From an optimization exercise on the open Yosys and OpenROAD flow, aimed at small area; shortcuts taken in it are not production practice.
The RTL was checked by simulation tests, not by an equivalence proof against the original design.
The flow treats the clock pin as an ideal source. Dropping or thinning the clock tree relies on that and would not hold on a real chip.
Power is estimated from default activity; no workload was simulated.

## run A
## main
module main(
    input clk,
    input rst,
    input btnl,
    input btnd,
    input btnr,
    input btnp,
    input [3:0] speed,
    output [7:0] led,
    output [6:0] seg,
    output [3:0] an
    );
==> flow/config.mk <==
export PLATFORM = sky130hd
export DESIGN_NAME = main
export DESIGN_NICKNAME = main
export VERILOG_FILES = /design/flow/design.v
export SDC_FILE = /design/flow/constraint.sdc
export NUM_CORES = 4
export LEC_CHECK = 0
export CAP_MARGIN = 20
export CORE_MARGIN = 2
export CORE_UTILIZATION = 60
export SLEW_MARGIN = 20
==> flow/constraint.sdc <==
create_clock -name core_clock -period 10.0 [get_ports {clk}]
set_input_delay 2.0000 -clock core_clock [delete_from_list [all_inputs] [get_ports {clk}]]
set_output_delay 2.0000 -clock core_clock [all_outputs]
set_load 0.01 [all_outputs]
standard.sh (not shown) runs the stock make flow with config.mk's settings and CLKGATE_MAP_FILE= SYNTH_SCRIPT=/design/flow/synth_recipe.tcl, a recipe that flattens the netlist after the stock synthesis.
==> flow/flow/run.sh <==
#!/bin/bash
# Own flow: the standard flow, with three changes to how the layout is made:
#  1. after the standard synthesis (standard.sh synth, unchanged), the gates
#     between the flip-flops are re-mapped by ABC for area with a few scripts
#     (remap.tcl; every flip-flop instance is kept as it is, same name and
#     cell), in two rounds (the second starts from the first's smallest); the
#     smallest result that Yosys proves equivalent to the standard netlist
#     (equiv.tcl) replaces it; if none is proven, the standard one stays;
#  2. port buffers are the smallest buffer (buf_1) instead of the default;
#  3. the clock tree is built by cts.tcl instead of ORFS's CTS: the clock
#     port drives one root buffer, which drives a few leaf buffers, each at
#     the centre of a cluster of flip-flops and driving that cluster, each
#     sized to the smallest that keeps its flip-flops' clock slew in bounds.
# Each tool's full output goes to a log file in the work folder.
set -euo pipefail
WORK=$(pwd)
FLOWDIR=$WORK/flow
export RES=$WORK/orfs/results/${FLOW_PLATFORM}/main/base

bash standard.sh synth > $WORK/log_synth.txt 2>&1
cp $RES/1_2_yosys.v $RES/1_2_yosys_std.v

cands=""
# round 1 from the standard netlist, round 2 from round 1's smallest
IN=$RES/1_2_yosys_std.v
for round in 1 2; do
  for s in $FLOWDIR/m*.abc; do
    t=r${round}$(basename $s .abc)
    if FLOWDIR=$FLOWDIR IN=$IN TAG=$t ABC_SCRIPT=$s yosys -c $FLOWDIR/remap.tcl > $WORK/log_remap_$t.txt 2>&1; then
      a=$(awk '/Chip area/ {print $NF}' $RES/remap_$t.txt)
      cands="$cands$a $t"$'\n'
    fi
  done
  best=$(echo "$cands" | sort -g | awk 'NF==2 {print $2; exit}')
  [[ -n "$best" ]] && IN=$RES/remap_$best.v
done
echo "$cands" > $WORK/log_remap_areas.txt
chosen=""
for t in $(echo "$cands" | sort -g | awk 'NF==2 {print $2}'); do
  if CAND=$RES/remap_$t.v yosys -c $FLOWDIR/equiv.tcl > $WORK/log_equiv_$t.txt 2>&1; then
    chosen=$t
    break
  fi
done
if [[ -n "$chosen" ]]; then
  cp $RES/remap_$chosen.v $RES/1_2_yosys.v
  rm -f $RES/1_synth.odb $RES/1_synth.sdc
  echo "using re-mapped netlist $chosen"
else
  echo "no re-map proven; using the standard netlist"
fi

export BUFFER_PORTS_ARGS="-buffer_cell sky130_fd_sc_hd__buf_1"
bash standard.sh place > $WORK/log_place.txt 2>&1
FLOWDIR=$FLOWDIR CLK_LEAVES=12 CLK_LEAF_BUF=sky130_fd_sc_hd__clkbuf_8 CLK_ROOT_BUF=sky130_fd_sc_hd__clkbuf_8 CLK_SLEW_TARGET=0.110 \
  openroad -no_init -exit $FLOWDIR/cts.tcl > $WORK/log_cts.txt 2>&1
bash standard.sh finish > $WORK/log_finish.txt 2>&1
==> flow/flow/cts.tcl <==
# Clock tree step, in place of ORFS's CTS: reads the placed design, builds a
# two-level clock tree by hand (clocktree.tcl), legalises it, repairs hold and
# writes the results under the names ORFS's later steps read.
set plat $::env(FLOW_HOME)/platforms/sky130hd
set res $::env(RES)
read_lef $plat/lef/sky130_fd_sc_hd.tlef
read_lef $plat/lef/sky130_fd_sc_hd_merged.lef
read_liberty $plat/lib/sky130_fd_sc_hd__tt_025C_1v80.lib
read_db $res/3_place.odb
read_sdc $res/3_place.sdc
source $plat/setRC.tcl
set_dont_use {sky130_fd_sc_hd__lpflow_bleeder_1 sky130_fd_sc_hd__lpflow_clkbufkapwr_1 sky130_fd_sc_hd__lpflow_clkbufkapwr_16 sky130_fd_sc_hd__lpflow_clkbufkapwr_2 sky130_fd_sc_hd__lpflow_clkbufkapwr_4 sky130_fd_sc_hd__lpflow_clkbufkapwr_8 sky130_fd_sc_hd__lpflow_clkinvkapwr_1 sky130_fd_sc_hd__lpflow_clkinvkapwr_16 sky130_fd_sc_hd__lpflow_clkinvkapwr_2 sky130_fd_sc_hd__lpflow_clkinvkapwr_4 sky130_fd_sc_hd__lpflow_clkinvkapwr_8 sky130_fd_sc_hd__lpflow_decapkapwr_12 sky130_fd_sc_hd__lpflow_decapkapwr_3 sky130_fd_sc_hd__lpflow_decapkapwr_4 sky130_fd_sc_hd__lpflow_decapkapwr_6 sky130_fd_sc_hd__lpflow_decapkapwr_8 sky130_fd_sc_hd__lpflow_inputiso0n_1 sky130_fd_sc_hd__lpflow_inputiso0p_1 sky130_fd_sc_hd__lpflow_inputiso1n_1 sky130_fd_sc_hd__lpflow_inputiso1p_1 sky130_fd_sc_hd__lpflow_inputisolatch_1 sky130_fd_sc_hd__lpflow_isobufsrc_1 sky130_fd_sc_hd__lpflow_isobufsrc_16 sky130_fd_sc_hd__lpflow_isobufsrc_2 sky130_fd_sc_hd__lpflow_isobufsrc_4 sky130_fd_sc_hd__lpflow_isobufsrc_8 sky130_fd_sc_hd__lpflow_isobufsrckapwr_16 sky130_fd_sc_hd__lpflow_lsbuf_lh_hl_isowell_tap_1 sky130_fd_sc_hd__lpflow_lsbuf_lh_hl_isowell_tap_2 sky130_fd_sc_hd__lpflow_lsbuf_lh_hl_isowell_tap_4 sky130_fd_sc_hd__lpflow_lsbuf_lh_isowell_4 sky130_fd_sc_hd__lpflow_lsbuf_lh_isowell_tap_1 sky130_fd_sc_hd__lpflow_lsbuf_lh_isowell_tap_2 sky130_fd_sc_hd__lpflow_lsbuf_lh_isowell_tap_4 sky130_fd_sc_hd__probe_p_8 sky130_fd_sc_hd__probec_p_8 }
source $::env(FLOWDIR)/clocktree.tcl
build_clock_tree $::env(CLK_LEAVES) $::env(CLK_LEAF_BUF) $::env(CLK_ROOT_BUF)
detailed_placement
set_propagated_clock [all_clocks]
estimate_parasitics -placement
size_leaves $::env(CLK_LEAVES) $::env(CLK_SLEW_TARGET) {sky130_fd_sc_hd__clkbuf_2 sky130_fd_sc_hd__clkbuf_4 sky130_fd_sc_hd__clkbuf_8 sky130_fd_sc_hd__clkbuf_16}
detailed_placement
estimate_parasitics -placement
report_clock_skew
report_worst_slack -max
report_worst_slack -min
repair_timing -hold
detailed_placement
check_placement -verbose
estimate_parasitics -placement
report_worst_slack -max
report_worst_slack -min
set worst 0
foreach pin [get_pins -hierarchical */CLK] {
  set s [get_property $pin slew_max]
  if {$s > $worst} {set worst $s}
}
puts "worst flip-flop clock pin slew (estimate): $worst"
write_db $res/4_1_cts.odb
write_sdc -no_timestamp $res/4_cts.sdc
Other scripts of this flow, unchanged in this note and not shown: flow/flow/clocktree.tcl, flow/flow/downsize.txt, flow/flow/equiv.tcl, flow/flow/m1.abc, flow/flow/m2.abc, flow/flow/m3.abc, flow/flow/m4.abc, flow/flow/m5.abc, flow/flow/m6.abc, flow/flow/m7.abc, flow/flow/remap.tcl
Run A: flow completed, timing, DRC and antenna clean
Setup changes, run A to run B
diff --git a/flow/flow/run.sh b/flow/flow/run.sh
--- a/flow/flow/run.sh
+++ b/flow/flow/run.sh
@@ -55 +55 @@
-FLOWDIR=$FLOWDIR CLK_LEAVES=12 CLK_LEAF_BUF=sky130_fd_sc_hd__clkbuf_8 CLK_ROOT_BUF=sky130_fd_sc_hd__clkbuf_8 CLK_SLEW_TARGET=0.110 \
+FLOWDIR=$FLOWDIR CLK_LEAVES=18 CLK_LEAF_BUF=sky130_fd_sc_hd__clkbuf_8 CLK_ROOT_BUF=sky130_fd_sc_hd__clkbuf_8 CLK_SLEW_TARGET=0.110 \
Results
- Clock latency at the later pin of the worst-skew pair up 0.02 ns in run B wrt run A
- The via density per instance on run A is in line with that on run B.
- For design area, run B and run A come out practically identical.
- Layout overhead on the synthesized area: run B lower than run A
- | total power | run B vs run A | better |
- The sequential fraction of design power of run B exceeds that of run A by 0.9 points.
- Post-detailed-routing wire length ends up higher on run B.
- The lower global-route track usage on met3 of run B and run A is in run A.
No run of this note takes its clock network from TritonCTS; it comes from the design's own scripts or RTL.

Starting RTL as in the previous note.
==> flow/config.mk <==
export PLATFORM = sky130hd
export DESIGN_NAME = main
export DESIGN_NICKNAME = main
export VERILOG_FILES = /design/flow/design.v
export SDC_FILE = /design/flow/constraint.sdc
export NUM_CORES = 4
export LEC_CHECK = 0
export CAP_MARGIN = 20
export CORE_MARGIN = 2
export CORE_UTILIZATION = 60
export SLEW_MARGIN = 20
==> flow/constraint.sdc <==
create_clock -name core_clock -period 10.0 [get_ports {clk}]
set_input_delay 2.0000 -clock core_clock [delete_from_list [all_inputs] [get_ports {clk}]]
set_output_delay 2.0000 -clock core_clock [all_outputs]
set_load 0.01 [all_outputs]
==> flow/flow/run.sh <==
#!/bin/bash
# Own flow: the standard flow, with three changes to how the layout is made:
#  1. after the standard synthesis (standard.sh synth, unchanged), the gates
#     between the flip-flops are re-mapped by ABC for area with a few scripts
#     (remap.tcl; every flip-flop instance is kept as it is, same name and
#     cell), in two rounds (the second starts from the first's smallest); the
#     smallest result that Yosys proves equivalent to the standard netlist
#     (equiv.tcl) replaces it; if none is proven, the standard one stays;
#  2. port buffers are the smallest buffer (buf_1) instead of the default;
#  3. the clock tree is built by cts.tcl instead of ORFS's CTS: the clock
#     port drives one root buffer, which drives a few leaf buffers, each at
#     the centre of a cluster of flip-flops and driving that cluster, each
#     sized to the smallest that keeps its flip-flops' clock slew in bounds.
# Each tool's full output goes to a log file in the work folder.
set -euo pipefail
WORK=$(pwd)
FLOWDIR=$WORK/flow
export RES=$WORK/orfs/results/${FLOW_PLATFORM}/main/base

bash standard.sh synth > $WORK/log_synth.txt 2>&1
cp $RES/1_2_yosys.v $RES/1_2_yosys_std.v

cands=""
# round 1 from the standard netlist, round 2 from round 1's smallest
IN=$RES/1_2_yosys_std.v
for round in 1 2; do
  for s in $FLOWDIR/m*.abc; do
    t=r${round}$(basename $s .abc)
    if IN=$IN TAG=$t ABC_SCRIPT=$s yosys -c $FLOWDIR/remap.tcl > $WORK/log_remap_$t.txt 2>&1; then
      a=$(awk '/Chip area/ {print $NF}' $RES/remap_$t.txt)
      cands="$cands$a $t"$'\n'
    fi
  done
  best=$(echo "$cands" | sort -g | awk 'NF==2 {print $2; exit}')
  [[ -n "$best" ]] && IN=$RES/remap_$best.v
done
echo "$cands" > $WORK/log_remap_areas.txt
chosen=""
for t in $(echo "$cands" | sort -g | awk 'NF==2 {print $2}'); do
  if CAND=$RES/remap_$t.v yosys -c $FLOWDIR/equiv.tcl > $WORK/log_equiv_$t.txt 2>&1; then
    chosen=$t
    break
  fi
done
if [[ -n "$chosen" ]]; then
  cp $RES/remap_$chosen.v $RES/1_2_yosys.v
  rm -f $RES/1_synth.odb $RES/1_synth.sdc
  echo "using re-mapped netlist $chosen"
else
  echo "no re-map proven; using the standard netlist"
fi

export BUFFER_PORTS_ARGS="-buffer_cell sky130_fd_sc_hd__buf_1"
bash standard.sh place > $WORK/log_place.txt 2>&1
FLOWDIR=$FLOWDIR CLK_LEAVES=12 CLK_LEAF_BUF=sky130_fd_sc_hd__clkbuf_8 CLK_ROOT_BUF=sky130_fd_sc_hd__clkbuf_8 CLK_SLEW_TARGET=0.110 \
  openroad -no_init -exit $FLOWDIR/cts.tcl > $WORK/log_cts.txt 2>&1
bash standard.sh finish > $WORK/log_finish.txt 2>&1
Scripts as last shown in full above: flow/flow/cts.tcl
Other scripts of this flow, unchanged in this note and not shown: flow/flow/clocktree.tcl, flow/flow/equiv.tcl, flow/flow/m1.abc, flow/flow/m2.abc, flow/flow/m3.abc, flow/flow/m4.abc, flow/flow/m5.abc, flow/flow/m6.abc, flow/flow/m7.abc, flow/flow/remap.tcl
Edit:
--- a/flow/config.mk
+++ b/flow/config.mk
@@ -10 +10 @@
-export CORE_UTILIZATION = 60
+export CORE_UTILIZATION = 45
The changed run finished clean. Hold slack hardly moves. Fmax is lower by 0.40%. Combinational power is higher by about 1%. Setup slack degrades by 18 ps. Wire length is higher by 3.4%. Power is higher by about 2.1%. Area after synthesis does not change. Die area is higher by about 30%. Critical path depth is unchanged.
No run of this note takes its clock network from TritonCTS; it comes from the design's own scripts or RTL.

## what the ideal ports hide
The results above use ideal ports. As a check the final layouts listed here were re-extracted and re-timed, cells and wires unchanged. Step 1, drivers: a clkbuf_16 drives clk and a buf_2 each remaining input, both assumed. Step 2 also shifts input and output timing later by t, the mid clock arrival at the registers, as if the neighbouring blocks saw the same clock. a / b / c = no drivers / after step 1 / after step 2; a / b = the first two.
run | t (ns) | setup WS [ns] | clock arrival spread, ns
run A | 0.433 | 5.594 / 5.564 / 5.997 | 0.033 / 0.034
run B | 0.438 | 5.562 / 5.532 / 5.970 | 0.058 / 0.058
the first run of note 2 | 0.432 | 5.620 / 5.588 / 6.020 | 0.034 / 0.034
the second run of note 2 | 0.458 | 5.602 / 5.569 / 6.027 | 0.027 / 0.027
After both steps every run listed still meets setup and hold.
